Background: an optimization exercise with open tools, aiming at small area and a short achievable clock period. Do not read the settings as production practice.
Only simulation tests tie the RTL to the original design; equivalence was not proved.

<file path="config.mk">
export PLATFORM = sky130hd
export DESIGN_NAME = project3Top
export DESIGN_NICKNAME = project3Top
export VERILOG_FILES = /design/flow/design.v
export SDC_FILE = /design/flow/constraint.sdc
export NUM_CORES = 4
export LEC_CHECK = 0
export ABC_CLOCK_PERIOD_IN_PS = 120000
export CAP_MARGIN = 20
export CORE_MARGIN = 2
export CORE_UTILIZATION = 40
export SETUP_SLACK_MARGIN = 5
export SLEW_MARGIN = 20
</file>
<file path="constraint.sdc">
create_clock -name core_clock -period 120.0 [get_ports {CLOCK_50}]
set_input_delay 24.0000 -clock core_clock [delete_from_list [all_inputs] [get_ports {CLOCK_50}]]
set_output_delay 24.0000 -clock core_clock [all_outputs]
set_load 0.01 [all_outputs]
</file>
<file path="run.sh">
#!/bin/bash
# synth_recipe.tcl (not shown) runs the flow's synth.tcl, then flattens the netlist and writes it again
# the make line also repeats each setting of config.mk as NAME=value (left out here)
make -C /OpenROAD-flow-scripts/flow DESIGN_CONFIG=/design/flow/config.mk WORK_HOME=/design/flow/orfs CLKGATE_MAP_FILE= SYNTH_SCRIPT=/design/flow/synth_recipe.tcl finish
</file>
<file path="design.v">
module SW2dec (switches, dec, leds);
	input [9:0]	 switches;
	output [9:0] leds;
	output [3:0] dec;
	reg [9:0] leds;
	reg [3:0] dec;
	always @(switches) begin
		casex(switches)
			10'bxxxxxxxxx1:dec = 4'd0;
			10'bxxxxxxxx10:dec = 4'd1;
			10'bxxxxxxx100:dec = 4'd2;
			10'bxxxxxx1000:dec = 4'd3;
			10'bxxxxx10000:dec = 4'd4;
			10'bxxxx100000:dec = 4'd5;
			10'bxxx1000000:dec = 4'd6;
			10'bxx10000000:dec = 4'd7;
			10'bx100000000:dec = 4'd8;
			10'b1000000000:dec = 4'd9;
			default:dec = 4'd0;
		endcase
		leds = 1<<dec;
	end
endmodule
module seven_seg_driver(din,HEX);
	input [3:0] din;
	output [6:0] HEX;
	reg [6:0] HEX;
	always@(*) begin
		case(din)
			4'b0000: HEX = 7'b100_0000;
			4'b0001: HEX = 7'b111_1001;
			4'b0010: HEX = 7'b010_0100;
			4'b0011: HEX = 7'b011_0000;
			4'b0100: HEX = 7'b001_1001;
			4'b0101: HEX = 7'b001_0010;
			4'b0110: HEX = 7'b000_0010;
			4'b0111: HEX = 7'b111_1000;
			4'b1000: HEX = 7'b000_0000;
			4'b1001: HEX = 7'b001_1000;
			4'b1010: HEX = 7'b000_1000;
			4'b1011: HEX = 7'b000_0011;
			4'b1100: HEX = 7'b100_0110;            
			4'b1101: HEX = 7'b010_0001;            
			4'b1110: HEX = 7'b000_0110;            
			4'b1111: HEX = 7'b000_1110;
		endcase
	end
endmodule
module keypressed(clock, reset, enable_in, enable_out);
	input  clock;			 
	input	 reset;			 
	input  enable_in;		 
	output enable_out;	 
	reg    enable_out;
	reg [1:0] key_state, next_key_state;
	parameter [1:0] KEY_FREE = 2'b00, KEY_PRESSED = 2'b01, KEY_RELEASED = 2'b10;
	always @(posedge clock or negedge reset) begin
		if(reset == 1'b0)
			key_state <= KEY_FREE;
		else
			key_state <= next_key_state;
	end
	always@(key_state or enable_in) begin
		next_key_state = key_state;
		case(key_state)
			KEY_FREE: begin
				if(enable_in == 1'b0)
					next_key_state = KEY_PRESSED;
			end
			KEY_PRESSED: begin
				if(enable_in == 1'b1)
					next_key_state = KEY_RELEASED;
				end
			KEY_RELEASED: next_key_state = KEY_FREE;
			default: next_key_state = 2'bxx;
		endcase
	end
	always@(key_state) begin
		enable_out = 1'b0;
		case (key_state)
			KEY_FREE: enable_out = 1'b0;
			KEY_PRESSED: enable_out = 1'b0;
			KEY_RELEASED: enable_out = 1'b1;
			default: enable_out = 1'bx;
		endcase
	end
endmodule
module newton(in_dec, out_dec);
   input [23:0] in_dec;
   output [23:0] out_dec;   
   wire [31:0] inVal;
   reg  [31:0] outVal;
   assign inVal = in_dec[23:20]*20'd100000 +
						 in_dec[19:16]*20'd10000 +
						 in_dec[15:12]*20'd1000 +
						 in_dec[11:8]*20'd100 +
						 in_dec[7:4]*20'd10 +
						 in_dec[3:0];
   	assign out_dec[23:20] = (outVal/20'd100000) ;
   	assign out_dec[19:16] = (outVal - out_dec[23:20] *20'd100000) / 20'd10000;
   	assign out_dec[15:12] = (outVal - out_dec[23:20] *20'd100000 - 
										out_dec[19:16] * 20'd10000) / 20'd1000;
   	assign out_dec[11:8] = (outVal - out_dec[23:20] *20'd100000 - 
										out_dec[19:16] * 20'd10000 -
										out_dec[15:12] *20'd1000) / 20'd100;
	assign out_dec[7:4] = (outVal - out_dec[23:20] *20'd100000 - 
									out_dec[19:16] * 20'd10000 -
									out_dec[15:12] *20'd1000 - 
									out_dec[11:8]*20'd100) / 20'd10;
	assign out_dec[3:0] = (outVal - out_dec[23:20] *20'd100000 - 
									out_dec[19:16] * 20'd10000 -
									out_dec[15:12] *20'd1000 - 
									out_dec[11:8]*20'd100- 
									out_dec[7:4]*20'd10) ;
function [15:0] sqrt;
    input [31:0] num;   
    reg [31:0] a;
    reg [15:0] q;
    reg [17:0] left,right,r;    
    integer i;
begin
    a = num;
    q = 0;
    i = 0;
    left = 0;    
    right = 0;   
    r = 0;   
    for(i=0;i<16;i=i+1) begin 
        right = {q,r[17],1'b1};
        left = {r[15:0],a[31:30]};
        a = {a[29:0],2'b00};     
        if (r[17] == 1)  
            r = left + right;
        else     
            r = left - right;
        q = {q[14:0],!r[17]};       
    end
    sqrt = q;    
end
endfunction  
always @(*) begin
		outVal = sqrt(inVal);
end
endmodule
module project3Top(CLOCK_50, SW, KEY, LED, HEX0, HEX1, HEX2, HEX3, HEX4, HEX5);
	input        CLOCK_50;
	input  [9:0] SW;
	input  [2:0] KEY;
	output [9:0] LED;
	output [6:0] HEX0, HEX1, HEX2, HEX3, HEX4, HEX5;
	wire 		push, sqrt, reset;
	wire [3:0]	push_num;
	wire [23:0] sqrt_dec;
	reg [23:0] hexDigits, input_num_dec;
	reg 		state;
	parameter get_num=1'b0, get_root=1'b1;
	SW2dec F1 (.switches(SW),
			   .dec(push_num),
			   .leds(LED));
	newton F2 (.in_dec(input_num_dec), .out_dec(sqrt_dec));
	assign reset = KEY[1];
	seven_seg_driver S0(hexDigits[3:0],HEX0);
	seven_seg_driver S1(hexDigits[7:4],HEX1);
	seven_seg_driver S2(hexDigits[11:8],HEX2);
	seven_seg_driver S3(hexDigits[15:12],HEX3);
	seven_seg_driver S4(hexDigits[19:16],HEX4);
	seven_seg_driver S5(hexDigits[23:20],HEX5);
	keypressed U1 (.clock(CLOCK_50),			 
				  .reset(reset),				 
				  .enable_in(KEY[2]),			 
				  .enable_out(push));			 
	keypressed U2 (.clock(CLOCK_50),			 
				  .reset(reset),				 
				  .enable_in(KEY[0]),			 
				  .enable_out(sqrt));			 
	always @(posedge CLOCK_50 or negedge reset) begin
		if (reset==1'b0) begin
			state = get_num;
			input_num_dec = 24'h000000;
			hexDigits = 24'h000000;
		end
		else begin
			case(state)
				get_num: begin
					if(sqrt)
						state = get_root;	 
					else if(push && input_num_dec[23:20]==4'b0000) begin	 
						input_num_dec = input_num_dec<<4;	 
						input_num_dec = input_num_dec + push_num;
					end
					hexDigits = input_num_dec;
				end
				get_root: begin
					hexDigits = sqrt_dec;
				end
			endcase
		end
	end
endmodule
</file>
==> run notes <==
Status -> finished clean
Max-slew violation count -> 0
FF-to-FF Start -> input_num_dec[14]$_DFFE_PN0N_
Met2 usage -> 0.418
R2R depth -> 431
# nets final -> 5,912
Max Clock Freq -> 9.38 MHz
Die Y -> 315 um
Sequential Area -> 0.00133 mm^2
Reg2Reg Setup Slack -> 13.37 ns
Worst-Skew Late Latency -> 0.31 ns
# clock sinks -> 53
Worst path required time -> 120.17 ns
Synth warnings -> 5
# fillers -> 10,100
Global-route layer with the greatest usage -> met2
RSZ-0062 raised after global routing -> false
Num ports -> 66
Starting Density -> 0.402
Final period demand of the worst path -> 106.63 ns
Clock Path Buffers -> 2
Sum Neg Setup Slack -> 0 ns
IO buf count -> 65
Crit start category -> flip-flop
Detail Route Antenna Nets -> 0
Syn Inst Count -> 5,528
CTS clk-pin slew, worst paths -> 0.08 ns
Mean Syn Cell Area -> 7.00 um^2
First-pass GRT wire length -> 206 mm
Count of cell types in the netlist -> 157
CP startpoint -> input_num_dec[14]$_DFFE_PN0N_
Worst hold path startpoint -> input_num_dec[1]$_DFFE_PN0N_
Post-synth EDFFs -> 0
Period utilization -> 0.889
Hold path depth -> 2
Crit path top cell by count -> a21oi_1
Worst min path class -> reg2reg
Mapped cell area -> 0.0387 mm^2
DR WL/cell -> 19.1 um
TritonCTS clock tree -> yes
DP Wirelength -> 104 mm
Total Die Area -> 0.0993 mm^2
Grt ovf -> 0
Cell row count -> 114
Largest net degree at the start of global routing -> 54
Critical Path End Type -> flip-flop
Critical path arrival -> 106.80 ns
Area Growth Syn to Fin -> 6.26%
#FFs+latches synth -> 53
CP bufs+invs -> 28
Num CTS Buffers -> 5
Relative slew slack -> 0.244
CTS HTree Levels -> 2
Final Util -> 0.427
Core ar. -> 0.0963 mm^2
Grt met3 use -> 0.0174
CP max stage cell -> xor2_1
Post-Route WL -> 130 mm
Sequential share of the synthesized area -> 0.0343
Via Count -> 42,000
Vias in the first global route -> 38,900
Layout cells sized above 1 -> 0.0791
CTS Hold Bufs -> 0
Clock skew -> 0.00904 ns
Final hold violations -> 0
Worst slew pin tran -> 1.13 ns
Crit path max-delay family -> compound AO/OA/AOI/OAI gates
GR Util All Layers -> 0.248
RR Endpoint -> hexDigits[3]$_DFF_PN0_
Final Wtd Congestion -> 0.962
Slowest cell delay on critical path -> 0.71 ns
Residual DRC -> 0
Iteration-0 DRC Markers -> 3,528
Prevailing post-synth register cell -> dfrtp_1
Ys async rst share -> 1.00
M1 GR Usage -> 0.341
DR vias/cell -> 6.19
Worst setup path class -> reg2reg
First drt pass iteration count -> 6
Number of setup violations in the final report -> 0
Initial antenna violation count -> 1
Commonest non-fill, non-tap cell in the layout -> nor2_1
Total of max-cap violations -> 0
Multi-input combinational cell area -> 0.0359 mm^2
Crit Path Max Fanout -> 32
Worst Hold Endpoint -> input_num_dec[5]$_DFFE_PN0N_
Ant. Diodes -> 0
Clock Root Buffer -> clkbuf_16
Most frequent cells in the layout -> nor2_1, nand2_1, xnor2_1
Die width -> 315 um
==> how the worst max path moves through the flow <==
stage	to	slack, ns	depth (start not counted)
after floorplan	hexDigits[3]$_DFF_PN0_	23.15	459
after global placement	hexDigits[3]$_DFF_PN0_	10.78	437
after detailed placement	hexDigits[3]$_DFF_PN0_	8.26	436
after CTS	hexDigits[3]$_DFF_PN0_	7.86	435
after global routing	hexDigits[3]$_DFF_PN0_	4.83	436
final	hexDigits[3]$_DFF_PN0_	13.37	431
==> worst register-to-register path: cells and delay by family, from the launching register on <==
kind                       cells  cell delay [ns]
AOI/OAI and AO/OA            192            46.01
xor gates and xnor gates      46            11.78
adders and majority gates     36            12.62
buffers and inverters         28             5.73
DFF                            1             0.52
muxes                          9             2.78
and+or+nand+nor              120            27.08
==> cell families (layout without fill, tap and decap cells) <==
group | after synthesis | after routing | share of synthesized area
AO/OA/AOI/OAI | 1772 | 1772 | 0.327
XOR/XNOR | 606 | 606 | 0.141
adder cells (fa/ha/maj) | 394 | 394 | 0.137
buffers and inverters | 459 | 403 | 0.0499
flip-flops | 53 | 53 | 0.0343
multiplexers | 126 | 126 | 0.0344
other | 1 | 39 | 0.0000969
AND/OR/NAND/NOR | 2117 | 2117 | 0.276
==> flip-flops by register name, indices dropped and copies added, names as in the netlist <==
name	count
input_num_dec	24
state	1
U1.key_state	2
hexDigits	24
U2.key_state	2
==> metal layers <==
metal / wire, um / part of all wire / vias to the layer above
met5: 0 / 0 / -
met4: 3760 / 0.029 / 0
met3: 7270 / 0.056 / 200
met2: 59200 / 0.46 / 1411
met1: 59400 / 0.46 / 19900
li1: - / - / 20500
==> per-stage QoR <==
step / cell area (um^2) / std cells / setup WS [ns] / hold WS, ns
5_1_grt: 41100 / 6786 / 4.83 / 0.630
3_3_place_gp: 40600 / 6767 / 10.78 / 0.580
4_1_cts: 40800 / 6775 / 7.86 / 0.600
3_5_place_dp: 40600 / 6767 / 8.26 / 0.582
2_1_floorplan: 38900 / 5566 / 23.15 / 0.504
6_report: 41100 / 6786 / 13.37 / 0.589
==> final cells by class <==
class / count / share of cell area
tap: 1276 / 0.0388
multi-input combinational: 5054 / 0.873
sequential: 53 / 0.0322
timing repair buffer: 131 / 0.0277
clock inverter: 3 / 0.000639
clock buffer: 5 / 0.00304
inverter: 264 / 0.0242
==> cells in the mapped netlist, types with 30 or more instances <==
cell	count	area, um^2
or3_1	67	419
or4_1	33	248
a21oi_1	366	1830
nand2b_1	62	388
buf_2	38	190
o211ai_1	67	503
mux2_2	30	338
ha_1	337	4220
a21o_1	96	721
or2_2	62	388
nor3_1	192	961
buf_4	32	240
and2_1	58	363
xor2_1	162	1420
clkbuf_1	100	375
nor2_1	530	1990
o22ai_1	35	219
nor2b_1	61	382
inv_1	252	946
and3_1	73	457
nand2_1	524	1970
o21bai_1	37	278
nand4_1	66	413
mux2i_1	89	891
dfrtp_1	53	1330
a31oi_1	111	694
fa_1	52	1040
o31ai_1	42	315
nand3_1	158	791
xnor2_1	428	3750
a211oi_1	73	548
o21a_1	87	653
nor4_1	56	350
o21ai_1	54	270
o21ai_0	301	1510
a211o_1	32	280
==> what timing repair did <==
item	4_1_cts	5_1_grt
resized for setup	0	57
endpoints found under the setup margin	0	7
setup buffers	0	11

[separate check: timing with driven ports]
In the flow no input, the clock included, has a driving cell. The finished layout below was timed again as built, in two steps.
Step 1 sets driving cells, clkbuf_16 on the clock port and buf_2 on the other inputs (assumed; they add their load-dependent delay and slew).
Step 2 times the ports against the registers' clock, not the clock port: input delays grow and output delays shrink by t, the midpoint of the rising clock arrivals with the driver on.
a / b / c = ideal / step 1 / step 2; a / b = the first two.
t (ns): 0.342
slack for setup (ns): 13.374 / 13.374 / 13.374
hold slack, ns: 0.589 / 0.589 / 0.589
worst setup path after step 2: register to register
slew at the worst register clock pin (ns): 0.08 / 0.08
After both steps this run still meets setup and hold. For this run, drivers alone change the setup slack by 0.000 ns; drivers and shift together by 0.000 ns.
